What follows belongs to an exercise in optimizing a design on an open flow for small area; a production flow would make more cautious choices. RTL that was checked went through simulation tests only; none was proved equivalent to the original. No functional check of the RTL was part of runs 1 and 4. In every run shown here, the design's own scripts or RTL, not TritonCTS, make the clock network. The clock port is modelled as an ideal driver, which makes a skipped or thinned clock tree look cheaper than it is; a real chip needs a root buffer or a tree. Power and IR drop assume default switching activity.

<file path="config.mk">
export PLATFORM = sky130hd
export DESIGN_NAME = key_xd_seg
export DESIGN_NICKNAME = key_xd_seg
export VERILOG_FILES = /design/flow/design.v
export SDC_FILE = /design/flow/constraint.sdc
export NUM_CORES = 4
export LEC_CHECK = 0
export CAP_MARGIN = 20
export CORE_MARGIN = 2
export CORE_UTILIZATION = 40
export SLEW_MARGIN = 20
</file>
<file path="constraint.sdc">
create_clock -name core_clock -period 10.0 [get_ports {clk}]
set_input_delay 2.0000 -clock core_clock [delete_from_list [all_inputs] [get_ports {clk}]]
set_output_delay 2.0000 -clock core_clock [all_outputs]
set_load 0.01 [all_outputs]
</file>
<file path="design.v">
module key_xd(
    input            clk,
    input            rst_n,
    input      [2:0] key_in,
    output reg [2:0] key_vld
);
reg  [2:0] key_in_ff0;
reg  [2:0] key_in_ff1;
reg  [9:0] cnt;
reg        flag_add;
wire       add_cnt = !flag_add && !(&key_in_ff1);
wire [9:0] cnt_nxt = {cnt[8:0], cnt[9] ^ cnt[2]};
wire       end_cnt = add_cnt && ~|{cnt[8:4], cnt[2:0]};
always @(posedge clk or negedge rst_n) begin
    if (!rst_n) begin
        key_in_ff0 <= 3'b111;
        key_in_ff1 <= 3'b111;
    end else begin
        key_in_ff0 <= key_in;
        key_in_ff1 <= key_in_ff0;
    end
end
always @(posedge clk or negedge rst_n) begin
    if (!rst_n)
        cnt <= 10'd9;
    else if (add_cnt)
        cnt <= cnt_nxt;
    else
        cnt <= 10'd9;
end
always @(posedge clk or negedge rst_n) begin
    if (!rst_n)
        flag_add <= 1'b0;
    else if (end_cnt)
        flag_add <= 1'b1;
    else if (&key_in_ff1)
        flag_add <= 1'b0;
end
always @(posedge clk or negedge rst_n) begin
    if (!rst_n)
        key_vld <= 3'b000;
    else
        key_vld <= end_cnt ? ~key_in_ff1 : 3'b000;
end
endmodule
module key_xd_seg(
    input        clk,
    input        rst_n,
    output [7:0] seg_sel,
    output [6:0] segment,
    input  [2:0] key
);
wire [2:0] key_out;
key_xd key_xd(.clk(clk), .rst_n(rst_n), .key_in(key), .key_vld(key_out));
reg  [9:0]  q0;
reg  [2:0]  q1;
wire        q0_z   = ~|{q0[8:4], q0[1:0]};
wire        q0_c   = q0_z & ~q0[2];       
wire        scan_on = ~(q0_z & ~q0[3]);   
wire [9:0]  q0_l   = {q0[8:0], q0[9] ^ q0[2]};
wire [2:0]  q1_n   = q1 + {2'd0, q0_c};
always @(posedge clk or negedge rst_n) begin
    if (!rst_n) begin
        q0 <= 10'd4;
        q1 <= 3'd0;
    end else begin
        q0 <= {q0_l[9:5], q0_l[4] & ~q0_c, q0_l[3] | q0_c, q0_l[2:0]};
        q1 <= q1_n;
    end
end
reg       key_set1;
reg [2:0] key_set2;
reg       key_set3;
always @(posedge clk or negedge rst_n) begin
    if (!rst_n) begin
        key_set1 <= 1'b0;
        key_set2 <= 3'd0;
        key_set3 <= 1'b0;
    end else begin
        key_set1 <= key_set1 ^ key_out[0];
        key_set3 <= key_out[2];
        if (key_set1) begin
            if (key_set2 > 3'd5)
                key_set2 <= 3'd0;
            else if (key_out[1])
                key_set2 <= key_set2 + 3'd1;
        end
    end
end
wire set_inc = key_set1 & key_set3;
reg  [15:0] cnt_1s;
wire [15:0] s_l    = {cnt_1s[14:0], cnt_1s[15] ^ cnt_1s[13] ^ cnt_1s[12] ^ cnt_1s[10]};
wire        s_end  = cnt_1s[15] & ~cnt_1s[14] & ~cnt_1s[13] & ~cnt_1s[12] & cnt_1s[11]
                   & cnt_1s[10] & cnt_1s[8] & ~cnt_1s[7] & ~cnt_1s[6] & cnt_1s[5]
                   & cnt_1s[4] & cnt_1s[2] & ~cnt_1s[1] & cnt_1s[0];
wire        tick   = !key_set1 && s_end;
always @(posedge clk or negedge rst_n) begin
    if (!rst_n)
        cnt_1s <= 16'd4714;
    else if (!key_set1)
        cnt_1s <= {s_l[15:12], s_l[11] & ~s_end, s_l[10:0]};
end
reg  [14:0] cnt_b;
reg         flash;
wire [14:0] b_l    = {cnt_b[13:0], cnt_b[14] ^ cnt_b[13]};
wire        b_end  = cnt_b[14] & ~cnt_b[13] & ~cnt_b[11] & ~cnt_b[10] & cnt_b[9]
                   & cnt_b[8] & cnt_b[7] & ~cnt_b[6] & ~cnt_b[5] & ~cnt_b[4]
                   & ~cnt_b[3] & ~cnt_b[0];
always @(posedge clk or negedge rst_n) begin
    if (!rst_n) begin
        cnt_b <= 15'd1795;
        flash <= 1'b0;
    end else if (key_set1) begin
        cnt_b <= {b_l[14:2], b_l[1] | b_end, b_l[0]};
        flash <= flash ^ b_end;
    end
end
reg [3:0] sec1;
reg [2:0] sec2;
reg [3:0] min1;
reg [2:0] min2;
reg [1:0] hou1;
reg [1:0] hou2;
wire a_s1 = tick || (set_inc && key_set2 == 3'd0);
wire e_s1 = a_s1 && sec1 == 4'd9;
wire a_s2 = e_s1 || (set_inc && key_set2 == 3'd1);
wire e_s2 = a_s2 && sec2 == 3'd5;
wire a_m1 = e_s2 || (set_inc && key_set2 == 3'd2);
wire e_m1 = a_m1 && min1 == 4'd9;
wire a_m2 = e_m1 || (set_inc && key_set2 == 3'd3);
wire e_m2 = a_m2 && min2 == 3'd5;
wire a_h1 = e_m2 || (set_inc && key_set2 == 3'd4);
wire e_h1 = a_h1 && hou2 == 2'd2 && hou1 == 2'd3;
wire a_h2 = e_h1 || (set_inc && key_set2 == 3'd5);
wire e_h2 = a_h2 && hou2 == 2'd2;
always @(posedge clk or negedge rst_n) begin
    if (!rst_n) begin
        sec1 <= 4'd0; sec2 <= 3'd0;
        min1 <= 4'd0; min2 <= 3'd0;
        hou1 <= 2'd3; hou2 <= 2'd2;
    end else begin
        if (a_s1) sec1 <= e_s1 ? 4'd0 : sec1 + 4'd1;
        if (a_s2) sec2 <= e_s2 ? 3'd0 : sec2 + 3'd1;
        if (a_m1) min1 <= e_m1 ? 4'd0 : min1 + 4'd1;
        if (a_m2) min2 <= e_m2 ? 3'd0 : min2 + 3'd1;
        if (a_h1) hou1 <= e_h1 ? 2'd0 : hou1 + 2'd1;
        if (a_h2) hou2 <= e_h2 ? 2'd0 : hou2 + 2'd1;
    end
end
reg [3:0] digit;
always @(*) begin
    case (q1_n)
    3'd0: digit = {2'd0, hou2};
    3'd1: digit = {2'd0, hou1};
    3'd2: digit = {1'd0, min2};
    3'd3: digit = min1;
    3'd4: digit = {1'd0, sec2};
    3'd5: digit = sec1;
    default: digit = 4'd0;
    endcase
end
wire blank = flash && q1_n < 3'd6 && key_set2 == 3'd5 - q1_n;
reg [3:0] sel;
always @(posedge clk or negedge rst_n) begin
    if (!rst_n)
        sel <= 4'd0;
    else
        sel <= blank ? 4'd10 : digit;
end
reg [6:0] seg;
always @(*) begin
    case (sel)
    4'd0: seg = 7'h01;
    4'd1: seg = 7'h4f;
    4'd2: seg = 7'h12;
    4'd3: seg = 7'h06;
    4'd4: seg = 7'h4c;
    4'd5: seg = 7'h24;
    4'd6: seg = 7'h20;
    4'd7: seg = 7'h0f;
    4'd8: seg = 7'h00;
    4'd9: seg = 7'h04;
    default: seg = 7'h7f;
    endcase
end
assign segment = seg;
assign seg_sel = scan_on ? ~(8'd1 << q1) : 8'hff;
endmodule
</file>
<file path="flow/run.sh">
#!/bin/bash
# Own layout flow: the standard flow (standard.sh), with
#  - synthesis: the standard flow's script, but ABC maps with an area-oriented script
#    (flow/area.abc) and the half/full-adder extraction is skipped;
#  - port buffers of the smallest buffer (buf_1);
#  - a one-level clock tree (flow/cts_manual.tcl) instead of TritonCTS.
# Every tool's output is in orfs/logs/ and flow_make.log in the work folder.
set -euo pipefail
W=$PWD
F=$W/flow
cat > $W/my_synth.tcl <<EOT
proc extract_fa {args} { puts "extract_fa skipped" }
proc abc {args} {
  set out {}
  set skip 0
  foreach a \$args {
    if {\$skip} { lappend out $F/area.abc; set skip 0; continue }
    if {\$a eq "-script"} { set skip 1 }
    lappend out \$a
  }
  yosys abc {*}\$out
}
source $W/synth_recipe.tcl
EOT
sed "s#SYNTH_SCRIPT=[^ ]*#SYNTH_SCRIPT=$W/my_synth.tcl#" $W/standard.sh > $W/my_standard.sh
grep -q "my_synth.tcl" $W/my_standard.sh
export CTS_LEAVES=${CTS_LEAVES:-4}
export CTS_LEAF_CELL=${CTS_LEAF_CELL:-sky130_fd_sc_hd__clkbuf_16}
bash $W/my_standard.sh \
  BUFFER_PORTS_ARGS="-buffer_cell sky130_fd_sc_hd__buf_1" \
  PRE_CTS_TCL=$F/cts_manual.tcl \
  finish > $W/flow_make.log 2>&1
</file>
<file path="flow/area.abc">
strash
&get -n
&st
&dch -f
&nf -R 1000
&put
</file>
<file path="flow/cts_manual.tcl">
# Sourced by ORFS's cts.tcl before its clock_tree_synthesis call (PRE_CTS_TCL).
# Replaces TritonCTS with a one-level tree: the flip-flops' clock pins are
# split into CTS_LEAVES groups by position (k-means), and each group gets
# one clock buffer at its centre, driven straight from the clock port.
proc clock_tree_synthesis {args} {
  set nleaf $::env(CTS_LEAVES)
  set cell $::env(CTS_LEAF_CELL)
  set block [ord::get_db_block]
  set net [$block findNet clk]
  set pins {}
  foreach it [$net getITerms] {
    set inst [$it getInst]
    set bb [$inst getBBox]
    set x [expr {([$bb xMin] + [$bb xMax]) / 2.0}]
    set y [expr {([$bb yMin] + [$bb yMax]) / 2.0}]
    lappend pins [list "[$inst getName]/[[$it getMTerm] getName]" $x $y]
  }
  set n [llength $pins]
  puts "manual CTS: $n sinks, $nleaf leaf buffers of $cell"
  # k-means, seeded by sorting on x+y
  set sorted [lsort -real -index 1 $pins]
  set cx {}; set cy {}
  for {set k 0} {$k < $nleaf} {incr k} {
    set p [lindex $sorted [expr {int(($k + 0.5) * $n / $nleaf)}]]
    lappend cx [lindex $p 1]; lappend cy [lindex $p 2]
  }
  set cap [expr {int(ceil(double($n) / $nleaf)) + 1}]
  for {set iter 0} {$iter < 50} {incr iter} {
    # balanced assignment: greedy by distance, each cluster capped
    set cand {}
    set i 0
    foreach p $pins {
      for {set k 0} {$k < $nleaf} {incr k} {
        set d [expr {abs([lindex $p 1] - [lindex $cx $k]) + abs([lindex $p 2] - [lindex $cy $k])}]
        lappend cand [list $d $i $k]
      }
      incr i
    }
    set cand [lsort -real -index 0 $cand]
    array unset asg; array unset cnt
    for {set k 0} {$k < $nleaf} {incr k} { set cnt($k) 0 }
    foreach c $cand {
      lassign $c d i k
      if {[info exists asg($i)] || $cnt($k) >= $cap} continue
      set asg($i) $k; incr cnt($k)
    }
    set ncx {}; set ncy {}
    for {set k 0} {$k < $nleaf} {incr k} {
      set sx 0; set sy 0; set m 0
      for {set i 0} {$i < $n} {incr i} {
        if {$asg($i) == $k} {
          set sx [expr {$sx + [lindex $pins $i 1]}]; set sy [expr {$sy + [lindex $pins $i 2]}]; incr m
        }
      }
      if {$m > 0} { lappend ncx [expr {$sx / $m}]; lappend ncy [expr {$sy / $m}] } else { lappend ncx [lindex $cx $k]; lappend ncy [lindex $cy $k] }
    }
    set cx $ncx; set cy $ncy
  }
  set dbu [$block getDbUnitsPerMicron]
  for {set k 0} {$k < $nleaf} {incr k} {
    set lp {}
    for {set i 0} {$i < $n} {incr i} {
      if {$asg($i) == $k} { lappend lp [get_pins [lindex $pins $i 0]] }
    }
    set x [expr {[lindex $cx $k] / $dbu}]; set y [expr {[lindex $cy $k] / $dbu}]
    puts "manual CTS: leaf $k: [llength $lp] sinks at ($x, $y)"
    insert_buffer -buffer_cell $cell -net clk -load_pins $lp -location [list $x $y] \
      -buffer_name clkbuf_leaf_$k -net_name clknet_leaf_$k
  }
  foreach k [lsort [array names cnt]] { }
  set_propagated_clock [all_clocks]
}
</file>
<file path="standard.sh">
#!/bin/bash
# synth_recipe.tcl (not shown) runs the flow's synth.tcl, then flattens the netlist and writes it again
# the make line also repeats each setting of config.mk as NAME=value (left out here)
make -C /OpenROAD-flow-scripts/flow DESIGN_CONFIG=/design/flow/config.mk WORK_HOME=/design/flow/orfs CLKGATE_MAP_FILE= SYNTH_SCRIPT=/design/flow/synth_recipe.tcl "${@:-finish}"
</file>
==> qor.yml, run 1 <==
clk_pin_slew_ns: 0.09
status: "no timing/DRC/antenna violations"
wl_per_cell_um: 12.8
grt_overflow: 0
synth_top_area_share_pct: 46.0
r2r-start: "cnt_1s[5]"
cts.repair.resized: 0
synth_ff_type: "dfrtp_1"
hold_viol_final: 0
final_core_util_pct: 44.6
layout_common_cells: "69 x dfrtp_1, 29 x mux2_1, 23 x nand2_1, 23 x nor2_1, 23 x dfstp_2"
first_iter_violations: 66
timing.rr.end: "hou2[0]"
syn_inst: 308
holdCritPathClass: "register to register"
crit_required_ns: 10.06
ys_seq_area_share_pct: 62.1
critPathArrivalTime_ns: 4.29
die_h_um: 101
swShare_pct: 26.8
layout.nets: 340
grt_max_degree: 86
start_util_pct: 41.0
synth-edff-count: 0
area_growth_syn_to_layout_pct: 8.87
setup_violations: 0
fp.coreArea_mm2: 0.00915
fmax_mhz: 236
rrSetupSlack_ns: 5.77
max-cap-violations: 0
hold_end: "key_xd.key_in_ff1[1]"
path_class: "register to register"
slew_headroom_pct: 35.6
p_per_area_mw_per_mm2: 199
drc: 0
syn_area_per_cell_um2: 12.2
rsz0062_at_grt: "no"
layout-drive-gt1-share_pct: 9.01
dieArea_mm2: 0.0102
syn_area_mm2: 0.00375
track_usage_pct: 11.3
p_comb_share_pct: 18.3
rows: 35
slew_viol_final: 0
port-buffer-count: 19
grt_antenna_before_repair: 0
final_common_cell: "dfrtp_1"
place.gp.congestion: 0.722
syn_nets: 313
pin_count: 20
peakVddDrop_v: 0.000132
finClkSkew_ns: 0.0153
critPathCaptureType: "register"
finalCritPeriodShare_pct: 42.3
startpoint_type: "register"
p_int_mw: 0.597
vias: 2294
wl_mm: 5.67
avgViaCountPerCell: 5.17
post_cts_buffers: 0
synth_cell_type_count: 35
ant_nets: 0
grt_pass1_wl_mm: 9.87
worstHoldPathCells: 0
die_x_um: 101
synth.ff_latch_count: 92
p_switching_mw: 0.218
synthTopCellsByArea: "dfrtp_1 46%, dfstp_2 16%, mux2_1 8.7%"
critPathMaxFanout: 4
drt-pass1-iter-count: 4
grt_pass1_vias: 2204
min-delay-start: "key_xd.key_in_ff0[1]"
seqPwrFrac_pct: 62.3
pwr-share-clk_pct: 19.4
holdWs_ns: 0.354
setup_tns_ns: 0
yosysWarnings: 2
reg2reg_depth: 15
p_leak_nw: 1.79
postCtsHoldBufs: 0
synth_top_area_cell: "dfrtp_1"
worstSkewPairLatency_ns: 0.16
dp.final_hpwl_mm: 3.90
diodes: 0
finalCriticalPeriod_ns: 4.23
ys_async_sr_fraction_pct: 100
tightest_slew_ns: 0.942
critical path: stages, from the launching register on:
cell and delay [ns]:
dfstp_2 0.54, nand2_1 0.05, nor4_1 0.25, nand4_1 0.15
o21ai_0 0.36, nor4b_1 0.44, or2_0 0.23, nand4b_1 0.13
a2111oi_0 0.81, o21bai_1 0.26, nand4b_1 0.13, o31ai_1 0.11
nand2_1 0.14, o22ai_1 0.27, o21ai_0 0.15, o21a_1 0.12
final cells by class, clock buffers not listed:
type | count | area, µm²
Inverter | 4 | 15.0
Multi-Input combinational cell | 212 | 1410
Sequential cell | 92 | 2330
Timing Repair Buffer | 21 | 93.8
Tap cell | 111 | 139
Fill cell | 834 | 5070
routing by layer:
layer	vias up	part of all wire (%)	global-route usage (%)
met4	0	1.0	1.26
met3	5	3.2	1.18
met2	32	47	19.8
met5	-	0	0
met1	1101	49	15.8
li1	1156	-	-
kinds of logic (layout without fill, tap and decap cells):
kind of cell / count (synthesis) / after routing / share of synthesized area [%]
AND/OR/NAND/NOR: 114 / 114 / 16.2
flip-flops: 92 / 92 / 62.1
AO/OA/AOI/OAI: 50 / 50 / 8.17
multiplexers: 29 / 29 / 8.70
XOR/XNOR: 19 / 19 / 4.43
buffers and inverters: 4 / 29 / 0.400
power groups by stage:
stage	combinational (mW)	clock [mW]	sequential [mW]
final	0.149	0.158	0.508
after global routing	0.168	0.181	0.519
after CTS	0.153	0.166	0.507
after detailed placement	0.153	0	0.514
after global placement	0.148	0	0.512
after floorplan	0.100	0	0.518
state kept, by name, indices dropped and copies added, names as in the netlist, 2 cells and up:
| name | cells |
|---|---|
| q0 | 10 |
| cnt_1s | 16 |
| key_xd.key_in_ff0 | 3 |
| key_xd.key_vld | 3 |
| key_xd.key_in_ff1 | 3 |
| key_xd.cnt | 10 |
| cnt_b | 15 |
| sec2 | 3 |
| min1 | 4 |
| sel | 4 |
| sec1 | 4 |
| hou2 | 2 |
| hou1 | 2 |
| q1 | 3 |
| key_set2 | 3 |
| min2 | 3 |
Yosys cell counts, types with 4 or more instances:
master / instances
nor2b_1: 4
clkinv_1: 4
nand2b_1: 5
nand4b_1: 6
and3_1: 7
nor2_1: 23
o21ai_0: 11
nor3_1: 9
nand2_1: 23
xor2_1: 10
a22oi_1: 6
dfrtp_1: 69
xnor2_1: 9
and2_0: 12
dfstp_2: 23
nand3_1: 7
nor4_1: 4
a21oi_1: 18
mux2_1: 29
metrics by stage:
stage / power [mW] / setup slack, ns / std cells / cell area [µm²]
2_1_floorplan: 0.618 / 5.78 / 308 / 3750
3_3_place_gp: 0.660 / 5.97 / 440 / 3980
3_5_place_dp: 0.667 / 5.75 / 440 / 3980
4_1_cts: 0.827 / 5.73 / 444 / 4080
5_1_grt: 0.868 / 5.32 / 444 / 4090
6_report: 0.815 / 5.77 / 444 / 4090
how the worst max path moves through the flow:
stage | start | slack [ns] | cells past startpoint | to
finish | cnt_1s[5] | 5.77 | 15 | hou2[0]
global route | cnt_1s[5] | 5.32 | 15 | hou2[0]
CTS | cnt_1s[5] | 5.73 | 15 | hou2[0]
detailed placement | cnt_1s[5] | 5.75 | 15 | hou2[0]
global placement | cnt_1s[5] | 5.97 | 15 | hou2[0]
floorplan | key_set1 | 5.78 | 14 | hou2[0]
==> inputs of run 2 (changes only) <==
--- a/design.v
+++ b/design.v
@@ -88,31 +88,31 @@
     end
 end
 wire set_inc = key_set1 & key_set3;
-reg  [15:0] cnt_1s;
-wire [15:0] s_l    = {cnt_1s[14:0], cnt_1s[15] ^ cnt_1s[13] ^ cnt_1s[12] ^ cnt_1s[10]};
-wire        s_end  = cnt_1s[15] & ~cnt_1s[14] & ~cnt_1s[13] & ~cnt_1s[12] & cnt_1s[11]
-                   & cnt_1s[10] & cnt_1s[8] & ~cnt_1s[7] & ~cnt_1s[6] & cnt_1s[5]
-                   & cnt_1s[4] & cnt_1s[2] & ~cnt_1s[1] & cnt_1s[0];
-wire        tick   = !key_set1 && s_end;
-always @(posedge clk or negedge rst_n) begin
-    if (!rst_n)
-        cnt_1s <= 16'd4714;
-    else if (!key_set1)
-        cnt_1s <= {s_l[15:12], s_l[11] & ~s_end, s_l[10:0]};
-end
-reg  [14:0] cnt_b;
-reg         flash;
-wire [14:0] b_l    = {cnt_b[13:0], cnt_b[14] ^ cnt_b[13]};
-wire        b_end  = cnt_b[14] & ~cnt_b[13] & ~cnt_b[11] & ~cnt_b[10] & cnt_b[9]
-                   & cnt_b[8] & cnt_b[7] & ~cnt_b[6] & ~cnt_b[5] & ~cnt_b[4]
-                   & ~cnt_b[3] & ~cnt_b[0];
+reg  [9:0] rr;            
+reg  [5:0] s_hi;          
+reg  [4:0] b_hi;          
+reg        flash;
+wire       rr_j   = ~|{rr[8:4], rr[2:0]};                  
+wire [9:0] rr_l   = {rr[8:0], rr[9] ^ rr[2]};
+wire       r_wrap = ~key_set1 & ~rr[0] & rr[1] & ~rr[2] & ~rr[3] & ~rr[4]
+                  & ~rr[5] & ~rr[6] & rr[8] & ~rr[9];        
+wire       tick   = r_wrap && s_hi == 6'd49;
+wire       b_wrap = key_set1 && rr == q0;                    
 always @(posedge clk or negedge rst_n) begin
     if (!rst_n) begin
-        cnt_b <= 15'd1795;
+        rr    <= 10'd772;
+        s_hi  <= 6'd0;
+        b_hi  <= 5'd0;
         flash <= 1'b0;
-    end else if (key_set1) begin
-        cnt_b <= {b_l[14:2], b_l[1] | b_end, b_l[0]};
-        flash <= flash ^ b_end;
+    end else begin
+        if (!key_set1)
+            rr <= {rr_l[9:5], rr_l[4] & ~rr_j, rr_l[3] | rr_j, rr_l[2:0]};
+        if (r_wrap)
+            s_hi <= tick ? 6'd0 : s_hi + 6'd1;
+        if (b_wrap) begin
+            b_hi  <= b_hi == 5'd19 ? 5'd0 : b_hi + 5'd1;
+            flash <= flash ^ (b_hi == 5'd19);
+        end
     end
 end
 reg [3:0] sec1;
==> run 2 against run 1 <==
  * Worst hold slack gained 0.0042 ns
  * Still clean
  * Clock skew is essentially flat
  * Clock power is 4% lower
  * Synthesized cell count up 4.5%
==> qor.yml, run 2 <==
status: "no timing/DRC/antenna violations"
place_ws_ns: 5.59  # -0.161 ns
grt_antenna_before_repair: 0  # unchanged
p_leak_nw: 1.70  # -5.3%
die_x_um: 97.9  # -2.9%
synth_most_common_cell: "dfrtp_1"
rrSetupSlack_ns: 5.61  # -0.16 ns
synth_top_area_cell: "dfrtp_1"
final_common_cell: "dfrtp_1"
r2r-start: "rr[4]"
critPathMaxFanout: 7  # +3
finClkSkew_ns: 0.0153  # -0.0000396 ns
hold_viol_final: 0  # unchanged
synth_top_area_share_pct: 47.5  # +1.5 points
critPathArrivalTime_ns: 4.42  # +0.13 ns
first_iter_violations: 115  # +74%
synth_cell_type_count: 33  # -5.7%
yosysWarnings: 2  # unchanged
layout.nets: 353  # +3.8%
use_met2_pct: 21.1  # +1.2 points
p_per_area_mw_per_mm2: 184  # -7.7%
ys_seq_area_share_pct: 58.7  # -3.4 points
grt_most_used_layer: "met2"
final_area_mm2: 0.00385  # -5.8%
drt-pass1-iter-count: 6  # +2
path_class: "register to register"
syn_inst: 322  # +4.5%
drc: 0  # unchanged
rows: 34  # -2.9%
reg2reg_depth: 16  # +1
worstSkewPairLatency_ns: 0.15  # about the same
synth_ff_type: "dfrtp_1"
ys_async_sr_fraction_pct: 100  # unchanged
postCtsHoldBufs: 0  # unchanged
grt_pass1_vias: 2256  # +2.4%
grt_use_met1_pct: 18.9  # +3.1 points
dp.final_hpwl_mm: 4.33  # +11%
synth-edff-count: 0  # unchanged
vias: 2377  # +3.6%
place.gp.congestion: 0.765  # +6.0%
nFillCells: 835  # +0.12%
ant_nets: 0  # unchanged
grtUsageMet3_pct: 1.07  # -0.11 points
critPathCaptureType: "register"
grt_pass1_wl_mm: 10.6  # +7.5%
rsz0062_at_grt: "no"
startpoint_type: "register"
max-cap-violations: 0  # unchanged
avgViaCountPerCell: 5.24  # +1.3%
wl_mm: 6.09  # +7.4%
tightest_slew_ns: 0.715  # -0.227 ns
track_usage_pct: 12.7  # +1.4 points
timing.rr.end: "hou2[0]"
hold_end: "key_xd.key_in_ff1[1]"
p_total_mw: 0.709  # -13%
setup_tns_ns: 0  # unchanged
reg_top3: "key_xd.cnt (10), q0 (10), rr (10)"
finalCriticalPeriod_ns: 4.39  # +0.162 ns
final_core_util_pct: 44.6  # -0.052 points
grt_overflow: 0  # unchanged
wl_per_cell_um: 13.4  # +5.0%
ff_latch_area_mm2: 0.00207  # -11%
fmax_mhz: 228  # -3.7%
pin_count: 20  # unchanged
area_growth_syn_to_layout_pct: 9.11
min-delay-start: "key_xd.key_in_ff0[1]"
peakVddDrop_v: 0.000117  # -12%
layout_common_cells: "67 x dfrtp_1, 35 x nand2_1, 21 x nor2_1"
grt_max_degree: 83  # -3.5%
synth_common_cells: "67 x dfrtp_1, 35 x nand2_1, 21 x nor2_1, 20 x xnor2_1, 19 x o21ai_0"
dieArea_mm2: 0.00959  # -5.7%
crit_required_ns: 10.03  # -0.03 ns
placed_area_mm2: 0.00375  # -5.9%
finalCritPeriodShare_pct: 43.9  # +1.6 points
holdCritPathClass: "register to register"
synthTopCellsByArea: "dfrtp_1 48%, dfstp_2 11%, xnor2_1 5.0%"
setup_ws_ns: 5.61  # -0.162 ns
start_util_pct: 40.9  # -0.14 points
multi_input_area_mm2: 0.00144  # +2.0%
diodes: 0  # unchanged
cts.repair.resized: 0  # unchanged
die_h_um: 97.9  # -2.9%
layout-drive-gt1-share_pct: 6.07  # -2.9 points
fp.coreArea_mm2: 0.00864  # -5.6%
worstHoldPathCells: 0  # unchanged
slew_headroom_pct: 52.3  # +17 points
syn_nets: 327  # +4.5%
clk_pin_slew_ns: 0.08  # about the same
slew_viol_final: 0  # unchanged
synth.ff_latch_count: 82  # -11%
setup_violations: 0  # unchanged
syn_area_per_cell_um2: 11.0  # -10%
port-buffer-count: 19  # unchanged
syn_area_mm2: 0.00353  # -6.0%
post_cts_buffers: 0  # unchanged
[run 2: worst max-delay path by stage]
stage	startpoint	end	slack (ns)	depth (start not counted)
floorplan	rr[4]	hou2[0]	6.22	16
global placement	rr[4]	hou2[0]	5.79	16
detailed placement	rr[4]	hou2[0]	5.59	16
CTS	rr[4]	hou2[0]	5.59	16
global route	rr[4]	hou2[0]	4.92	16
finish	rr[4]	hou2[0]	5.61	16
[run 2: area by class of cell, clock buffers not listed]
cell class	instances	area share, %
Tap cell	108	3.51
Inverter	6	0.585
Multi-Input combinational cell	234	37.3
Sequential cell	82	53.8
Timing Repair Buffer	20	2.24
[run 2: logic make-up (layout without fill, tap and decap cells)]
family / Yosys count / in the layout / share of synthesized area, %
buf+inv: 6 / 30 / 0.638
mux: 8 / 8 / 2.55
xor+xnor: 35 / 35 / 8.69
compound gates: 60 / 60 / 10.2
flops: 82 / 82 / 58.7
simple gates: 131 / 131 / 19.2
[run 2: stage by stage]
step / std cells / hold slack [ns]
after global routing: 454 / 0.362
after floorplan: 322 / 0.331
after global placement: 450 / 0.338
after detailed placement: 450 / 0.347
final: 454 / 0.358
after CTS: 454 / 0.360
[run 2: worst max-delay path: stages (launching register included)]
cell      delay, ns
dfrtp_1        0.42
nor4_1         0.41
and3_1         0.38
clkinv_1       0.13
nor2_1         0.26
a21oi_1        0.13
nor4_1         0.43
a21oi_1        0.15
o21ai_0        0.39
nor4b_1        0.45
o21bai_1       0.24
nand4b_1       0.12
o21ai_0        0.17
nand4_1        0.14
o21ai_0        0.18
o21ai_0        0.15
o21a_1         0.13
[run 2: power breakdown]
part,switching [mW],internal [mW],leakage (nW),total (mW)
clock network,0.0782,0.0726,0.0493,0.151
logic,0.0581,0.0535,0.595,0.112
registers,0.0614,0.385,1.05,0.447
[run 2: layer usage]
layer | routed length, µm | share of wire (%)
met5 | 0 | 0
met4 | 46 | 0.76
met3 | 206 | 3.4
met2 | 2890 | 47
met1 | 2950 | 48
==> inputs of run 3 (changes only) <==
--- a/flow/run.sh
+++ b/flow/run.sh
@@ -25,7 +25,7 @@
 sed "s#SYNTH_SCRIPT=[^ ]*#SYNTH_SCRIPT=$W/my_synth.tcl#" $W/standard.sh > $W/my_standard.sh
 grep -q "my_synth.tcl" $W/my_standard.sh
 export CTS_LEAVES=${CTS_LEAVES:-4}
-export CTS_LEAF_CELL=${CTS_LEAF_CELL:-sky130_fd_sc_hd__clkbuf_16}
+export CTS_LEAF_CELL=${CTS_LEAF_CELL:-sky130_fd_sc_hd__clkbuf_8}
 bash $W/my_standard.sh \
   BUFFER_PORTS_ARGS="-buffer_cell sky130_fd_sc_hd__buf_1" \
   PRE_CTS_TCL=$F/cts_manual.tcl \
==> run 3 against run 2 <==
  * Final cell count did not move
  * Wire length fell by 0.44%
  * Fmax fell by 0.25%
  * Clock skew rose by 0.0035 ns
  * Critical path type unchanged
  * Critical endpoint unchanged
==> qor.yml, run 3 <==
holdCritPathClass: "register to register"
layout-drive-gt1-share_pct: 6.07  # unchanged
finalCritPeriodShare_pct: 44.0  # +0.11 points
track_usage_pct: 12.7  # -0.023 points
synth.ff_latch_count: 82  # unchanged
fp.coreArea_mm2: 0.00864  # unchanged
grt_overflow: 0  # unchanged
postCtsHoldBufs: 0  # unchanged
drc: 0  # unchanged
syn_nets: 327  # unchanged
p_comb_share_pct: 16.5  # +0.8 points
vias: 2412  # +1.5%
grt_max_degree: 83  # unchanged
reg_top3: "key_xd.cnt (10), q0 (10), rr (10)"
syn_area_per_cell_um2: 11.0  # unchanged
path_class: "register to register"
ant_nets: 0  # unchanged
synth_ff_type: "dfrtp_1"
nFillCells: 846  # +1.3%
synth_most_common_cell: "dfrtp_1"
wl_mm: 6.06  # -0.44%
pin_count: 20  # unchanged
area_growth_syn_to_layout_pct: 7.83
diodes: 0  # unchanged
seqPwrFrac_pct: 66.4  # +3.4 points
synth_top_area_cell: "dfrtp_1"
slew_headroom_pct: 50.6  # -1.7 points
status: "no timing/DRC/antenna violations"
setup_violations: 0  # unchanged
synthTopCellsByArea: "dfrtp_1 48%, dfstp_2 11%, xnor2_1 5.0%"
port-buffer-count: 19  # unchanged
peakVddDrop_v: 0.000115  # -2.0%
yosysWarnings: 2  # unchanged
grt_pass1_vias: 2258  # +0.089%
critPathCaptureType: "register"
multi_input_area_mm2: 0.00144  # unchanged
rows: 34  # unchanged
swShare_pct: 29.2  # +1.4 points
wl_per_cell_um: 13.4  # -0.44%
tightest_slew_ns: 0.741  # +0.0255 ns
crit_required_ns: 10.06  # +0.03 ns
final_core_util_pct: 44.1  # -0.52 points
ys_seq_area_share_pct: 58.7  # unchanged
layout_common_cells: "67 x dfrtp_1, 35 x nand2_1, 21 x nor2_1"
critPathArrivalTime_ns: 4.46  # +0.04 ns
rsz0062_at_grt: "no"
synth-edff-count: 0  # unchanged
ff_latch_area_mm2: 0.00207  # unchanged
slew_viol_final: 0  # unchanged
first_iter_violations: 117  # +1.7%
syn_inst: 322  # unchanged
startpoint_type: "register"
hold_viol_final: 0  # unchanged
ys_async_sr_fraction_pct: 100  # unchanged
place.gp.congestion: 0.765  # unchanged
cts.repair.resized: 0  # unchanged
syn_area_mm2: 0.00353  # unchanged
max-cap-violations: 0  # unchanged
critPathMaxFanout: 7  # unchanged
finClkSkew_ns: 0.0188  # +0.00347 ns
die_h_um: 97.9  # unchanged
die_x_um: 97.9  # unchanged
grt_pass1_wl_mm: 10.6  # +0.13%
avgViaCountPerCell: 5.31  # +1.5%
p_switching_mw: 0.197  # -0.52%
setup_tns_ns: 0  # unchanged
p_int_mw: 0.476  # -6.9%
start_util_pct: 40.9  # unchanged
synth_common_cells: "67 x dfrtp_1, 35 x nand2_1, 21 x nor2_1, 20 x xnor2_1, 19 x o21ai_0"
dieArea_mm2: 0.00959  # unchanged
synth_cell_type_count: 33  # unchanged
pwr-share-clk_pct: 17.0  # -4.3 points
layout.nets: 353  # unchanged
drt-pass1-iter-count: 4  # -2
finalCriticalPeriod_ns: 4.40  # +0.0111 ns
post_cts_buffers: 0  # unchanged
grt_antenna_before_repair: 0  # unchanged
fmax_mhz: 227  # -0.25%
clk_pin_slew_ns: 0.11  # +0.03 ns
worstSkewPairLatency_ns: 0.18  # +0.03 ns
final_common_cell: "dfrtp_1"
synth_top_area_share_pct: 47.5  # unchanged
p_per_area_mw_per_mm2: 177  # -4.0%
p_total_mw: 0.673  # -5.1%
dp.final_hpwl_mm: 4.33  # unchanged
p_leak_nw: 1.68  # -1.2%
[run 3: cell type report, clock buffers not listed]
type | instances | share of cell area, %
Timing Repair Buffer | 20 | 2.27
Multi-Input combinational cell | 234 | 37.7
Inverter | 6 | 0.592
Tap cell | 108 | 3.55
Sequential cell | 82 | 54.4
[run 3: kinds of logic (layout without fill, tap and decap cells)]
kind of cell | count (synthesis) | count (layout) | share of synthesized area [%]
XOR/XNOR | 35 | 35 | 8.69
AND/OR/NAND/NOR | 131 | 131 | 19.2
flip-flops | 82 | 82 | 58.7
multiplexers | 8 | 8 | 2.55
AO/OA/AOI/OAI | 60 | 60 | 10.2
buffers and inverters | 6 | 30 | 0.638
[run 3: path summary, 6_finish.rpt]
path                       cells past startpoint                   end                 start  slack (ns)
max                                           16               hou2[0]                 rr[4]        5.60
max in group asynchronous                      2           key_set2[2]                 rst_n        7.51
min reg2reg                                    0  key_xd.key_in_ff1[1]  key_xd.key_in_ff0[1]        0.36
max reg2reg                                   16               hou2[0]                 rr[4]        5.60
min in group asynchronous                      2                 q0[6]                 rst_n        1.94
min                                            0  key_xd.key_in_ff1[1]  key_xd.key_in_ff0[1]        0.36
[run 3: layer usage]
layer / up-vias / global-route usage, % / wire (µm)
met2: 37 / 21.5 / 2890
met3: 6 / 1.07 / 213
met5: - / 0 / 0
met1: 1189 / 18.4 / 2890
li1: 1180 / - / -
met4: 0 / 1.71 / 74
[run 3: worst max-delay path, cell delays in order, from the launching register on]
cell and delay, ns:
dfrtp_1 0.43, nor4_1 0.41, and3_1 0.38, clkinv_1 0.13, nor2_1 0.26, a21oi_1 0.13, nor4_1 0.43, a21oi_1 0.15
o21ai_0 0.39, nor4b_1 0.45, o21bai_1 0.24, nand4b_1 0.12, o21ai_0 0.17, nand4_1 0.13, o21ai_0 0.18, o21ai_0 0.15
o21a_1 0.13
[run 3: power by group through the flow]
| stage | Combinational, mW | Clock, mW | Sequential (mW) |
|---|---|---|---|
| after floorplan | 0.0886 | 0 | 0.436 |
| after global placement | 0.110 | 0 | 0.450 |
| after detailed placement | 0.113 | 0 | 0.453 |
| after CTS | 0.114 | 0.122 | 0.447 |
| after global routing | 0.131 | 0.133 | 0.457 |
| final | 0.111 | 0.115 | 0.447 |
[run 3: through the flow]
step | instances | hold WS [ns] | worst slack, ns | cell area, µm²
final | 454 | 0.363 | 5.60 | 3810
after global routing | 454 | 0.368 | 4.91 | 3810
after CTS | 454 | 0.365 | 5.58 | 3800
after detailed placement | 450 | 0.347 | 5.59 | 3750
after global placement | 450 | 0.338 | 5.79 | 3750
after floorplan | 322 | 0.331 | 6.22 | 3530
==> inputs of run 4 (changes only) <==
--- a/design.v
+++ b/design.v
@@ -1,16 +1,17 @@
 module key_xd(
-    input            clk,
-    input            rst_n,
-    input      [2:0] key_in,
-    output reg [2:0] key_vld
+    input        clk,
+    input        rst_n,
+    input  [2:0] key_in,
+    output [2:0] key_vld
 );
 reg  [2:0] key_in_ff0;
 reg  [2:0] key_in_ff1;
 reg  [9:0] cnt;
 reg        flag_add;
-wire       add_cnt = !flag_add && !(&key_in_ff1);
-wire [9:0] cnt_nxt = {cnt[8:0], cnt[9] ^ cnt[2]};
-wire       end_cnt = add_cnt && ~|{cnt[8:4], cnt[2:0]};
+wire       released = &key_in_ff1;
+wire       add_cnt  = !flag_add && !released;
+wire [9:0] cnt_nxt  = {cnt[8:0], cnt[9] ^ cnt[2]};
+wire       end_cnt  = add_cnt && ~|{cnt[8:4], cnt[2:0]};
 always @(posedge clk or negedge rst_n) begin
     if (!rst_n) begin
         key_in_ff0 <= 3'b111;
@@ -24,24 +25,19 @@
     if (!rst_n)
         cnt <= 10'd9;
     else if (add_cnt)
-        cnt <= cnt_nxt;
+        cnt <= {cnt_nxt[9:3], end_cnt ? ~key_in_ff1 : cnt_nxt[2:0]};
     else
-        cnt <= 10'd9;
+        cnt <= {7'd1, 2'd0, released};    
 end
 always @(posedge clk or negedge rst_n) begin
     if (!rst_n)
         flag_add <= 1'b0;
     else if (end_cnt)
         flag_add <= 1'b1;
-    else if (&key_in_ff1)
+    else if (released)
         flag_add <= 1'b0;
 end
-always @(posedge clk or negedge rst_n) begin
-    if (!rst_n)
-        key_vld <= 3'b000;
-    else
-        key_vld <= end_cnt ? ~key_in_ff1 : 3'b000;
-end
+assign key_vld = flag_add ? cnt[2:0] : 3'b000;
 endmodule
 module key_xd_seg(
     input        clk,
@@ -69,21 +65,21 @@
     end
 end
 reg       key_set1;
-reg [2:0] key_set2;
+reg [2:0] key_set2;       
 reg       key_set3;
 always @(posedge clk or negedge rst_n) begin
     if (!rst_n) begin
         key_set1 <= 1'b0;
-        key_set2 <= 3'd0;
+        key_set2 <= 3'd5;
         key_set3 <= 1'b0;
     end else begin
         key_set1 <= key_set1 ^ key_out[0];
         key_set3 <= key_out[2];
         if (key_set1) begin
-            if (key_set2 > 3'd5)
-                key_set2 <= 3'd0;
+            if (key_set2 == 3'd7)
+                key_set2 <= 3'd5;
             else if (key_out[1])
-                key_set2 <= key_set2 + 3'd1;
+                key_set2 <= key_set2 - 3'd1;
         end
     end
 end
@@ -121,17 +117,17 @@
 reg [2:0] min2;
 reg [1:0] hou1;
 reg [1:0] hou2;
-wire a_s1 = tick || (set_inc && key_set2 == 3'd0);
+wire a_s1 = tick || (set_inc && key_set2 == 3'd5);
 wire e_s1 = a_s1 && sec1 == 4'd9;
-wire a_s2 = e_s1 || (set_inc && key_set2 == 3'd1);
+wire a_s2 = e_s1 || (set_inc && key_set2 == 3'd4);
 wire e_s2 = a_s2 && sec2 == 3'd5;
-wire a_m1 = e_s2 || (set_inc && key_set2 == 3'd2);
+wire a_m1 = e_s2 || (set_inc && key_set2 == 3'd3);
 wire e_m1 = a_m1 && min1 == 4'd9;
-wire a_m2 = e_m1 || (set_inc && key_set2 == 3'd3);
+wire a_m2 = e_m1 || (set_inc && key_set2 == 3'd2);
 wire e_m2 = a_m2 && min2 == 3'd5;
-wire a_h1 = e_m2 || (set_inc && key_set2 == 3'd4);
+wire a_h1 = e_m2 || (set_inc && key_set2 == 3'd1);
 wire e_h1 = a_h1 && hou2 == 2'd2 && hou1 == 2'd3;
-wire a_h2 = e_h1 || (set_inc && key_set2 == 3'd5);
+wire a_h2 = e_h1 || (set_inc && key_set2 == 3'd0);
 wire e_h2 = a_h2 && hou2 == 2'd2;
 always @(posedge clk or negedge rst_n) begin
     if (!rst_n) begin
@@ -159,7 +155,7 @@
     default: digit = 4'd0;
     endcase
 end
-wire blank = flash && q1_n < 3'd6 && key_set2 == 3'd5 - q1_n;
+wire blank = flash && key_set2 != 3'd7 && key_set2 == q1_n;
 reg [3:0] sel;
 always @(posedge clk or negedge rst_n) begin
     if (!rst_n)
==> flow/area.abc (replaced) <==
strash
&get -n
&deepsyn -T 20
&put
strash
&get -n
&st
&dch -f
&nf -R 1000
&put
strash
&get -n
&st
&dch -f
&nf -R 1000
&put
==> run 4 against run 3 <==
  * First-iteration DRC count grew 25%
  * Clock power is essentially flat
  * Sequential power grew 4%
  * Sequential share of layout area grew 0.40 points
  * Largest power group unchanged
  * Global-route usage grew 1.3 points
  * Largest cell class unchanged
  * Critical path type unchanged
  * Critical path depth grew 3
==> qor.yml, run 4 <==
fp.coreArea_mm2: 0.00822  # -4.9%
synth_ff_type: "dfrtp_1"
wl_mm: 6.14  # +1.3%
p_leak_nw: 1.66  # -1.1%
rsz0062_at_grt: "no"
vias: 2448  # +1.5%
drt-pass1-iter-count: 4  # unchanged
layout.nets: 357  # +1.1%
syn_area_per_cell_um2: 10.4  # -5.6%
finalNonFillerCells: 455  # +0.22%
cts.repair.resized: 0  # unchanged
grt_antenna_before_repair: 0  # unchanged
die_x_um: 96.0  # -2.0%
finalCritPeriodShare_pct: 49.8  # +5.8 points
cp-startpoint: "key_set1"
final_common_cell: "dfrtp_1"
fmax_mhz: 201  # -12%
synth_top_area_cell: "dfrtp_1"
first_iter_violations: 146  # +25%
cp-endpoint: "hou2[1]"
diodes: 0  # unchanged
timing.rr.end: "hou2[1]"
syn_area_mm2: 0.00338  # -4.1%
path_class: "register to register"
drc: 0  # unchanged
syn_inst: 327  # +1.6%
critPathArrivalTime_ns: 5.09  # +0.63 ns
slew_viol_final: 0  # unchanged
max_stage_delay_ns: 0.81  # +0.36 ns
synth_cell_type_count: 40  # +21%
crit_required_ns: 10.10  # +0.04 ns
reg2reg_depth: 19  # +3
cpMostUsedCell: "nand2_1"
slew_headroom_pct: 36.0  # -15 points
synth.ff_latch_count: 79  # -3.7%
grt_max_degree: 80  # -3.6%
dieArea_mm2: 0.00921  # -3.9%
ant_nets: 0  # unchanged
synth-edff-count: 0  # unchanged
p_per_area_mw_per_mm2: 205  # +16%
yosysWarnings: 2  # unchanged
crit_chain: "nor2_1 > and4_1 > a21oi_1 > nand4_1 > nand2_1 > and2_0 > nand2_1 > o32ai_1 > nand3_1 > nor2_1 > o21a_1 > nand2_1 > o31ai_1 > and2_0 > nand2_1 > o32a_1 > nand3b_1 > a21oi_1 > nor2_1"
holdCritPathClass: "register to register"
grt_overflow: 0  # unchanged
pin_count: 20  # unchanged
finalCriticalPeriod_ns: 4.98  # +0.578 ns
finClkSkew_ns: 0.0163  # -0.00252 ns
ys_seq_area_share_pct: 59.0  # +0.37 points
slowest_stage: "dfrtp_1"
synthTopCellsByArea: "dfrtp_1 46%, dfstp_2 13%, nor2_1 4.3%"
synth_top_area_share_pct: 45.8  # -1.7 points
grt_pass1_wl_mm: 10.6  # -0.40%
critPathMaxFanout: 23  # +16
worstSkewPairLatency_ns: 0.18  # about the same
post_cts_buffers: 0  # unchanged
rrSetupSlack_ns: 5.02  # -0.58 ns
grt_pass1_vias: 2296  # +1.7%
hold_viol_final: 0  # unchanged
peakVddDrop_v: 0.000136  # +18%
max-cap-violations: 0  # unchanged
layout-drive-gt1-share_pct: 6.29  # +0.22 points
synth_most_common_cell: "dfrtp_1"
wl_per_cell_um: 13.5  # +1.0%
dpl.cell_count: 451  # +0.22%
reg_top3: "key_xd.cnt (10), q0 (10), rr (10)"
track_usage_pct: 14.0  # +1.3 points
syn_nets: 332  # +1.5%
start_util_pct: 41.2  # +0.32 points
synth_common_cells: "62 x dfrtp_1, 39 x nor2_1, 37 x nand2_1, 22 x a21oi_1, 17 x dfstp_2"
place.gp.congestion: 0.824  # +7.6%
tightest_slew_ns: 0.959  # +0.218 ns
r2r-start: "key_set1"
setup_violations: 0  # unchanged
postCtsHoldBufs: 0  # unchanged
area_growth_syn_to_layout_pct: 7.73  # about the same
port-buffer-count: 19  # unchanged
startpoint_type: "register"
dp.final_hpwl_mm: 4.42  # +2.1%
die_h_um: 96.0  # -2.0%
setup_tns_ns: 0  # unchanged
clk_pin_slew_ns: 0.11  # about the same
ys_async_sr_fraction_pct: 100  # unchanged
rows: 33  # -2.9%
critPathCaptureType: "register"
avgViaCountPerCell: 5.38  # +1.3%
layout_common_cells: "62 x dfrtp_1, 39 x nor2_1, 37 x nand2_1"
status: "no timing/DRC/antenna violations"
-- run 4: changes by cell type in the layout (fill, tap and decap cells not counted), sizes merged, moves of 4 or more --
| cell | before | now |
|---|---|---|
| o21ai | 19 | 13 |
| nand4 | 6 | 2 |
| nor4b | 4 | 0 |
| nor2 | 21 | 39 |
| a21oi | 17 | 22 |
| xor2 | 15 | 10 |
| mux2 | 8 | 1 |
| nand4b | 4 | 0 |
| clkinv | 6 | 15 |
| xnor2 | 20 | 10 |
| a22o | 0 | 5 |
| nand2b | 3 | 7 |
| dfrtp | 67 | 62 |
-- run 4: logic make-up after synthesis --
logic type	synth area share (%)
AO/OA/AOI/OAI	14.4
XOR/XNOR	5.18
buffers and inverters	1.66
flip-flops	59.0
multiplexers	0.333
AND/OR/NAND/NOR	19.4
-- run 4: power by group --
group	internal, mW	total [mW]	switching [mW]
sequential	0.393	0.465	0.0722
combinational	0.0714	0.167	0.0952
clock	0.0375	0.114	0.0767
total	0.502	0.746	0.244
-- run 4: how the worst min path moves through the flow --
stage	depth (start not counted)	end	from
after floorplan	0	key_xd.key_in_ff1[0]	key_xd.key_in_ff0[0]
after global placement	0	key_xd.key_in_ff1[2]	key_xd.key_in_ff0[2]
after detailed placement	0	key_xd.key_in_ff1[2]	key_xd.key_in_ff0[2]
after CTS	0	key_xd.key_in_ff1[2]	key_xd.key_in_ff0[2]
after global routing	0	key_xd.key_in_ff1[2]	key_xd.key_in_ff0[2]
final	0	key_xd.key_in_ff1[2]	key_xd.key_in_ff0[2]
-- run 4: layout make-up, clock buffers not listed --
type | instances | area, µm²
fill | 796 | 4570
sequential | 79 | 2000
multi-input combinational | 233 | 1330
tap | 105 | 131
timing repair buffer | 19 | 75.1
inverter | 15 | 56.3
-- run 4: through the flow --
| step | hold slack, ns | setup slack, ns | area (µm²) | power (mW) | utilization [%] |
|---|---|---|---|---|---|
| after global placement | 0.345 | 5.34 | 3590 | 0.633 | 43.7 |
| final | 0.362 | 5.02 | 3650 | 0.746 | 44.4 |
| after detailed placement | 0.347 | 5.06 | 3590 | 0.638 | 43.7 |
| after CTS | 0.365 | 5.03 | 3650 | 0.754 | 44.4 |
| after floorplan | 0.345 | 5.76 | 3380 | 0.577 | - |
| after global routing | 0.369 | 4.28 | 3650 | 0.802 | 44.4 |
-- run 4: worst max-delay path, delay by kind of cell (launching register included) --
kind,cells,cell delay (ns)
and+or+nand+nor,13,2.20
DFF,1,0.81
AOI/OAI and AO/OA,6,1.90
-- run 4: metal layers --
layer  vias up  track usage [%]  wire, µm
li1       1188                -         -
met1      1200             20.9      3090
met2        50             22.6      2750
met3        10             1.25       213
met4         0             2.26        96
met5         -                0         0
==> inputs of run 5 (changes only) <==
--- a/design.v
+++ b/design.v
@@ -76,7 +76,7 @@
         key_set1 <= key_set1 ^ key_out[0];
         key_set3 <= key_out[2];
         if (key_set1) begin
-            if (key_set2 == 3'd7)
+            if (key_set2[2] & key_set2[1])       
                 key_set2 <= 3'd5;
             else if (key_out[1])
                 key_set2 <= key_set2 - 3'd1;
@@ -92,8 +92,9 @@
 wire [9:0] rr_l   = {rr[8:0], rr[9] ^ rr[2]};
 wire       r_wrap = ~key_set1 & ~rr[0] & rr[1] & ~rr[2] & ~rr[3] & ~rr[4]
                   & ~rr[5] & ~rr[6] & rr[8] & ~rr[9];        
-wire       tick   = r_wrap && s_hi == 6'd49;
+wire       tick   = r_wrap && s_hi[5] && s_hi[4] && s_hi[0];    
 wire       b_wrap = key_set1 && rr == q0;                    
+wire       b_end  = b_hi[4] & b_hi[1] & b_hi[0];              
 always @(posedge clk or negedge rst_n) begin
     if (!rst_n) begin
         rr    <= 10'd772;
@@ -106,8 +107,8 @@
         if (r_wrap)
             s_hi <= tick ? 6'd0 : s_hi + 6'd1;
         if (b_wrap) begin
-            b_hi  <= b_hi == 5'd19 ? 5'd0 : b_hi + 5'd1;
-            flash <= flash ^ (b_hi == 5'd19);
+            b_hi  <= b_end ? 5'd0 : b_hi + 5'd1;
+            flash <= flash ^ b_end;
         end
     end
 end
@@ -117,30 +118,41 @@
 reg [2:0] min2;
 reg [1:0] hou1;
 reg [1:0] hou2;
-wire a_s1 = tick || (set_inc && key_set2 == 3'd5);
-wire e_s1 = a_s1 && sec1 == 4'd9;
-wire a_s2 = e_s1 || (set_inc && key_set2 == 3'd4);
-wire e_s2 = a_s2 && sec2 == 3'd5;
-wire a_m1 = e_s2 || (set_inc && key_set2 == 3'd3);
-wire e_m1 = a_m1 && min1 == 4'd9;
-wire a_m2 = e_m1 || (set_inc && key_set2 == 3'd2);
-wire e_m2 = a_m2 && min2 == 3'd5;
-wire a_h1 = e_m2 || (set_inc && key_set2 == 3'd1);
-wire e_h1 = a_h1 && hou2 == 2'd2 && hou1 == 2'd3;
-wire a_h2 = e_h1 || (set_inc && key_set2 == 3'd0);
-wire e_h2 = a_h2 && hou2 == 2'd2;
+wire sel0 = key_set2 == 3'd0;
+wire sel1 = key_set2 == 3'd1;
+wire sel2 = key_set2[1] & ~key_set2[0];             
+wire sel3 = key_set2 == 3'd3;
+wire sel4 = key_set2 == 3'd4;
+wire sel5 = key_set2 == 3'd5;
+wire a_s1 = tick || (set_inc && sel5);
+wire e_s1 = a_s1 && sec1[3] && sec1[0];             
+wire a_s2 = e_s1 || (set_inc && sel4);
+wire e_s2 = a_s2 && sec2[2] && sec2[0];             
+wire a_m1 = e_s2 || (set_inc && sel3);
+wire e_m1 = a_m1 && min1[3] && min1[0];             
+wire a_m2 = e_m1 || (set_inc && sel2);
+wire e_m2 = a_m2 && min2[2] && min2[0];             
+wire a_h1 = e_m2 || (set_inc && sel1);
+wire e_h1 = a_h1 && hou2[1] && hou1[1] && hou1[0];  
+wire a_h2 = e_h1 || (set_inc && sel0);
+wire [3:0] sec1_n = {sec1[3] ^ (sec1[0] & (sec1[3] | (sec1[2] & sec1[1]))), sec1[2] ^ (sec1[1] & sec1[0]),
+                     ~sec1[3] & (sec1[1] ^ sec1[0]), ~sec1[0]};
+wire [3:0] min1_n = {min1[3] ^ (min1[0] & (min1[3] | (min1[2] & min1[1]))), min1[2] ^ (min1[1] & min1[0]),
+                     ~min1[3] & (min1[1] ^ min1[0]), ~min1[0]};
+wire [2:0] sec2_n = {sec2[2] ^ (sec2[0] & (sec2[2] | sec2[1])), ~sec2[2] & (sec2[1] ^ sec2[0]), ~sec2[0]};
+wire [2:0] min2_n = {min2[2] ^ (min2[0] & (min2[2] | min2[1])), ~min2[2] & (min2[1] ^ min2[0]), ~min2[0]};
 always @(posedge clk or negedge rst_n) begin
     if (!rst_n) begin
         sec1 <= 4'd0; sec2 <= 3'd0;
         min1 <= 4'd0; min2 <= 3'd0;
         hou1 <= 2'd3; hou2 <= 2'd2;
     end else begin
-        if (a_s1) sec1 <= e_s1 ? 4'd0 : sec1 + 4'd1;
-        if (a_s2) sec2 <= e_s2 ? 3'd0 : sec2 + 3'd1;
-        if (a_m1) min1 <= e_m1 ? 4'd0 : min1 + 4'd1;
-        if (a_m2) min2 <= e_m2 ? 3'd0 : min2 + 3'd1;
-        if (a_h1) hou1 <= e_h1 ? 2'd0 : hou1 + 2'd1;
-        if (a_h2) hou2 <= e_h2 ? 2'd0 : hou2 + 2'd1;
+        if (a_s1) sec1 <= sec1_n;
+        if (a_s2) sec2 <= sec2_n;
+        if (a_m1) min1 <= min1_n;
+        if (a_m2) min2 <= min2_n;
+        if (a_h1) hou1 <= hou1 + 2'd1;               
+        if (a_h2) hou2 <= {hou2[0], ~hou2[1] & ~hou2[0]};   
     end
 end
 reg [3:0] digit;
@@ -155,30 +167,21 @@
     default: digit = 4'd0;
     endcase
 end
-wire blank = flash && key_set2 != 3'd7 && key_set2 == q1_n;
+wire blank = flash && !(key_set2[2] & key_set2[1]) && key_set2 == q1_n;
 reg [3:0] sel;
 always @(posedge clk or negedge rst_n) begin
     if (!rst_n)
         sel <= 4'd0;
     else
-        sel <= blank ? 4'd10 : digit;
+        sel <= digit | {4{blank}};          
 end
-reg [6:0] seg;
-always @(*) begin
-    case (sel)
-    4'd0: seg = 7'h01;
-    4'd1: seg = 7'h4f;
-    4'd2: seg = 7'h12;
-    4'd3: seg = 7'h06;
-    4'd4: seg = 7'h4c;
-    4'd5: seg = 7'h24;
-    4'd6: seg = 7'h20;
-    4'd7: seg = 7'h0f;
-    4'd8: seg = 7'h00;
-    4'd9: seg = 7'h04;
-    default: seg = 7'h7f;
-    endcase
-end
-assign segment = seg;
+wire [3:0] s = sel;
+assign segment[0] = (~s[3] & ~s[2] & ~s[1]) | (s[2] & s[1] & s[0]);
+assign segment[1] = (~s[3] & ~s[2] & s[0]) | (~s[2] & s[1]) | (s[1] & s[0]);
+assign segment[2] = (s[2] & ~s[1]) | s[0];
+assign segment[3] = (~s[3] & ~s[2] & ~s[1] & s[0]) | (s[2] & ~s[1] & ~s[0]) | (s[2] & s[1] & s[0]);
+assign segment[4] = (s[3] & s[2]) | (~s[2] & s[1] & ~s[0]);
+assign segment[5] = s[2] & ~(~s[3] & s[1] & s[0]) & (s[1] | s[0]);
+assign segment[6] = (~s[3] & ~s[2] & ~s[1] & s[0]) | (s[3] & s[2]) | (s[2] & ~s[1] & ~s[0]);
 assign seg_sel = scan_on ? ~(8'd1 << q1) : 8'hff;
 endmodule
--- a/config.mk
+++ b/config.mk
@@ -7,5 +7,6 @@
 export LEC_CHECK = 0
 export CAP_MARGIN = 20
 export CORE_MARGIN = 2
-export CORE_UTILIZATION = 40
+export CORE_UTILIZATION = 70
+export PLACE_DENSITY = 0.85
 export SLEW_MARGIN = 20
==> run 5 against run 4 <==
  * Die area shrank 42%
  * Sequential share of layout area increased by 1.6 points
  * Fmax is 26% higher
  * Critical path depth is the same
  * Final cell count fell by 14%
  * Largest cell class unchanged
  * Largest power group unchanged
==> qor.yml, run 5 <==
fp.coreArea_mm2: 0.00466  # -43%
drt-pass1-iter-count: 4  # unchanged
status: "no timing/DRC/antenna violations"
setup_violations: 0  # unchanged
path_class: "register to register"
rrSetupSlack_ns: 6.04  # +1.02 ns
p_leak_nw: 1.61  # -2.9%
tightest_slew_ns: 0.923  # -0.0359 ns
cp-startpoint: "rr[0]"
vias: 2346  # -4.2%
rows: 25  # -24%
layout-drive-gt1-share_pct: 6.55  # +0.26 points
postCtsHoldBufs: 0  # unchanged
slew_headroom_pct: 38.4  # +2.4 points
dieArea_mm2: 0.00534  # -42%
place.gp.congestion: 0.854  # +3.6%
synthMuxAreaShare_pct: 0.337  # +0.0042 points
die_x_um: 73.1  # -24%
die_h_um: 73.1  # -24%
cp-endpoint: "hou2[0]"
dp.final_hpwl_mm: 4.28  # -3.0%
synth.ff_latch_count: 79  # unchanged
slew_viol_final: 0  # unchanged
synth_common_cells: "62 x dfrtp_1, 38 x nor2_1, 29 x nand2_1, 20 x a21oi_1, 17 x dfstp_2"
finalCriticalPeriod_ns: 3.96  # -1.02 ns
p_per_area_mw_per_mm2: 208  # +1.6%
port-buffer-count: 19  # unchanged
yosysWarnings: 2  # unchanged
final_common_cell: "dfrtp_1"
syn_area_per_cell_um2: 10.7  # +3.2%
synth_fa_ha_area_share_pct: 0  # unchanged
avgViaCountPerCell: 6.02  # +12%
grt_antenna_before_repair: 0  # unchanged
critPathCaptureType: "register"
crit_chain: "or3_1 > nor3_1 > nand3_1 > nor2_1 > and3_1 > o21bai_1 > nand3_1 > o31ai_1 > and2_0 > nand2_1 > o21ai_0 > a32o_1 > and2_0 > nand2_1 > o31ai_1 > a31oi_1 > o22a_1 > nor2_1 > o22a_1"
reg2reg_depth: 19  # unchanged
nFillCells: 294  # -63%
post_cts_buffers: 0  # unchanged
diodes: 0  # unchanged
clk_pin_slew_ns: 0.12  # about the same
worstSkewPairLatency_ns: 0.17  # about the same
synth_ff_type: "dfrtp_1"
slowest_stage: "dfrtp_1"
synth-edff-count: 0  # unchanged
syn_inst: 313  # -4.3%
wl_per_cell_um: 15.3  # +13%
synth_simple_gate_area_share_pct: 18.5  # -0.95 points
hold_viol_final: 0  # unchanged
peakVddDrop_v: 0.000170  # +25%
pin_count: 20  # unchanged
ant_nets: 0  # unchanged
synth_most_common_cell: "dfrtp_1"
fmax_mhz: 253  # +26%
r2r-start: "rr[0]"
critPathMaxFanout: 6  # -74%
synth_compound_area_share_pct: 14.0  # -0.34 points
start_util_pct: 71.7  # +31 points
grt_overflow: 0  # unchanged
area_growth_syn_to_layout_pct: 5.92
setup_tns_ns: 0  # unchanged
timing.rr.end: "hou2[0]"
cts.repair.resized: 0  # unchanged
max_stage_delay_ns: 0.40  # -0.41 ns
drc: 0  # unchanged
layout_common_cells: "62 x dfrtp_1, 38 x nor2_1, 29 x nand2_1"
synth_cell_type_count: 38  # -5.0%
wl_mm: 5.95  # -3.1%
ys_async_sr_fraction_pct: 100  # unchanged
layout.nets: 343  # -3.9%
synth_top_area_cell: "dfrtp_1"
synth_top_area_share_pct: 46.4  # +0.58 points
first_iter_violations: 248  # +70%
synth_xor_area_share_pct: 6.03  # +0.85 points
finClkSkew_ns: 0.0155  # -0.000799 ns
rsz0062_at_grt: "no"
startpoint_type: "register"
crit_required_ns: 10.12  # +0.02 ns
p_total_mw: 0.735  # -1.4%
ys_seq_area_share_pct: 59.8  # +0.75 points
synthTopCellsByArea: "dfrtp_1 46%, dfstp_2 13%, nor2_1 4.3%"
holdCritPathClass: "register to register"
syn_area_mm2: 0.00334  # -1.3%
finalCritPeriodShare_pct: 39.6  # -10 points
critPathArrivalTime_ns: 4.08  # -1.01 ns
reg_top3: "key_xd.cnt (10), q0 (10), rr (10)"
track_usage_pct: 23.8  # +9.8 points
grt_max_degree: 80  # unchanged
grt_pass1_vias: 2213  # -3.6%
syn_nets: 318  # -4.2%
grt_pass1_wl_mm: 10.1  # -4.2%
max-cap-violations: 0  # unchanged
synth_top_family_by_area: "simple AND/OR/NAND/NOR gates"
## run 5: report_power, final
group | internal [mW] | switching, mW | total, mW
logic | 0.0734 | 0.0760 | 0.149
registers | 0.392 | 0.0811 | 0.473
clock network | 0.0374 | 0.0751 | 0.113
total | 0.503 | 0.232 | 0.735
## run 5: kinds of logic after synthesis
| family | after synthesis |
|---|---|
| AOI/OAI and AO/OA | 69 |
| DFF | 79 |
| muxes | 1 |
| buffers and inverters | 12 |
| xor gates and xnor gates | 23 |
| and+or+nand+nor | 129 |
## run 5: per-stage QoR
step / worst slack (ns) / std cells / hold WS [ns] / utilization (%) / cell area (µm²)
5_1_grt: 5.50 / 390 / 0.366 / 75.9 / 3540
3_3_place_gp: 6.20 / 386 / 0.348 / 74.8 / 3480
3_5_place_dp: 6.06 / 386 / 0.349 / 74.8 / 3480
4_1_cts: 6.05 / 390 / 0.365 / 75.9 / 3540
2_1_floorplan: 6.42 / 313 / 0.345 / - / 3340
6_report: 6.04 / 390 / 0.363 / 75.9 / 3540
## run 5: worst min path at each step
stage          cells past startpoint                   end  slack (ns)            startpoint
3_5_place_dp                       0  key_xd.key_in_ff1[2]        0.35  key_xd.key_in_ff0[2]
2_1_floorplan                      0  key_xd.key_in_ff1[0]        0.35  key_xd.key_in_ff0[0]
5_1_grt                            0  key_xd.key_in_ff1[2]        0.37  key_xd.key_in_ff0[2]
4_1_cts                            0  key_xd.key_in_ff1[2]        0.36  key_xd.key_in_ff0[2]
6_report                           0  key_xd.key_in_ff1[2]        0.36  key_xd.key_in_ff0[2]
3_3_place_gp                       0  key_xd.key_in_ff1[1]        0.35  key_xd.key_in_ff0[1]
## run 5: cell type report, clock buffers not listed
class	instances	area, µm²	area share, %
Sequential cell	79	2000	56.5
Inverter	12	45.0	1.27
Multi-Input combinational cell	222	1300	36.7
Tap cell	54	67.6	1.91
Timing Repair Buffer	19	75.1	2.12
## run 5: critical path: cells and delay by family (launching register included)
kind             cells  cell delay, ns
AO/OA/AOI/OAI        8            1.54
flip-flops           1            0.40
AND/OR/NAND/NOR     11            1.97
## run 5: routing by layer
metal  up-vias  global-route usage (%)  share of wire (%)
met5         -                       0                  0
met4         0                    4.53                1.8
met3         9                    1.93                3.7
met2        57                    41.0                 49
met1      1129                    33.8                 46
li1       1151                       -                  -
==> inputs of run 6 (changes only) <==
==> flow/area.abc (replaced) <==
strash
&get -n
&deepsyn -J 200 -T 300
&put
strash
&get -n
&st
&dch -f
&nf -R 1000
&put
strash
&get -n
&st
&dch -f
&nf -R 1000
&put
==> run 6 against run 5 <==
  * Design area shrank 0.35%
  * Highest routed layer unchanged
  * Critical path depth shrank 1
  * Final cell count grew 1.8%
  * Sequential cell count is the same
  * Register-to-register slack lost 0.27 ns
  * Clock skew shrank 0.0014 ns
  * Synthesized area shrank 0.37%
  * Largest cell class unchanged
  * Sequential share of layout area grew 0.20 points
  * First-iteration DRC count shrank 27%
  * Global-route usage shrank 0.87 points
  * Critical path type unchanged
  * Utilization shrank 0.27 points
==> qor.yml, run 6 <==
synth_top_area_share_pct: 46.6  # +0.17 points
placed_area_mm2: 0.00347  # -0.36%
diodes: 0  # unchanged
final_common_cell: "dfrtp_1"
ys_seq_area_share_pct: 60.0  # +0.22 points
fmax_mhz: 237  # -6.4%
hold_viol_final: 0  # unchanged
slew_headroom_pct: 37.3  # -1.2 points
rsz0062_at_grt: "no"
syn_nets: 325  # +2.2%
drt-pass1-iter-count: 5  # +1
slew_viol_final: 0  # unchanged
post_cts_buffers: 0  # unchanged
syn_inst: 320  # +2.2%
wl_met3_um: 233  # +5.0%
avgViaCountPerCell: 6.06  # +0.67%
drc: 0  # unchanged
setup_violations: 0  # unchanged
p_per_area_mw_per_mm2: 211  # +1.5%
place.gp.congestion: 0.867  # +1.5%
wl_per_cell_um: 14.7  # -3.4%
synth_top_area_cell: "dfrtp_1"
grt_overflow: 0  # unchanged
synth.ff_latch_count: 79  # unchanged
fp.coreArea_mm2: 0.00466  # unchanged
status: "no timing/DRC/antenna violations"
dieArea_mm2: 0.00532  # -0.36%
port-buffer-count: 19  # unchanged
setup_tns_ns: 0  # unchanged
track_usage_pct: 23.0  # -0.87 points
tightest_slew_ns: 0.941  # +0.0173 ns
worstSkewPairLatency_ns: 0.17  # about the same
postCtsHoldBufs: 0  # unchanged
p_total_mw: 0.744  # +1.2%
==> run 6: cell count changes in the layout (fill, tap and decap cells not counted), sizes merged, moves of 2 or more <==
cell,change
a221o,-2
a221oi,+3
clkinv,+3
nand2,+7
nand2b,-3
nand4,+3
nor2,+4
nor2b,-5
nor3b,+2
o21ai,+4
o31ai,-2
xnor2,-2
xor2,-4
==> run 6: cell type report, clock buffers not listed <==
| class | count | area, µm² |
|---|---|---|
| multi-input combinational | 226 | 1270 |
| timing repair buffer | 19 | 75.1 |
| sequential | 79 | 2000 |
| tap | 54 | 67.6 |
| inverter | 15 | 56.3 |
| fill | 314 | 1130 |
==> run 6: worst paths after layout <==
| kind | slack (ns) | cells past startpoint | startpoint | endpoint |
|---|---|---|---|---|
| setup / recovery | 5.77 | 18 | rr[0] | hou2[0] |
| hold / removal | 0.36 | 0 | key_xd.key_in_ff0[0] | key_xd.key_in_ff1[0] |
| min in group asynchronous | 1.96 | 1 | rst_n | b_hi[1] |
| max in group asynchronous | 7.42 | 1 | rst_n | min2[0] |
| hold reg to reg | 0.36 | 0 | key_xd.key_in_ff0[0] | key_xd.key_in_ff1[0] |
| setup reg to reg | 5.77 | 18 | rr[0] | hou2[0] |
==> run 6: per-layer routing <==
metal | up-vias | global-route usage [%]
met5 | - | 0
met3 | 10 | 1.24
met4 | 0 | 4.53
met2 | 70 | 39.3
met1 | 1153 | 33.4
li1 | 1171 | -
==> run 6: logic make-up (layout without fill, tap and decap cells) <==
group | Yosys count | after routing | share of synthesized area [%]
AOI/OAI and AO/OA | 69 | 69 | 13.5
xor gates and xnor gates | 17 | 17 | 4.47
buffers and inverters | 15 | 38 | 1.69
DFF | 79 | 79 | 60.0
muxes | 2 | 2 | 0.676
and+or+nand+nor | 138 | 138 | 19.6
==> run 6: worst max-delay path: stages (launching register included) <==
cell	delay [ns]
dfrtp_1	0.43
or3_1	0.37
nor3_1	0.28
and4_1	0.34
and3_1	0.29
a41o_1	0.24
nand3_1	0.10
nand2_1	0.11
and2_0	0.23
nand2_1	0.09
o21ai_0	0.25
a32o_1	0.32
and2_0	0.25
nand2_1	0.10
o31ai_1	0.10
and2_0	0.27
a21oi_1	0.13
nor2b_1	0.16
nor2_1	0.06
==> run 6: where the power goes <==
group | switching (mW) | internal [mW]
combinational | 0.0851 | 0.0713
clock | 0.0732 | 0.0374
sequential | 0.0798 | 0.397
==> run 6: per-stage QoR <==
stage          hold WS [ns]  worst slack [ns]  utilization [%]
4_1_cts               0.366              5.81             75.7
3_5_place_dp          0.348              5.87             74.5
2_1_floorplan         0.345              6.46                -
5_1_grt               0.373              5.35             75.7
3_3_place_gp          0.349              6.22             74.5
6_report              0.363              5.77             75.7

Setup slack of run 6, layout unchanged: 5.773 ns with ideal ports, 5.773 ns with driving cells assumed (clock clkbuf_16, inputs buf_2), 5.773 ns with port delays also shifted by the 0.221 ns mid clock arrival.
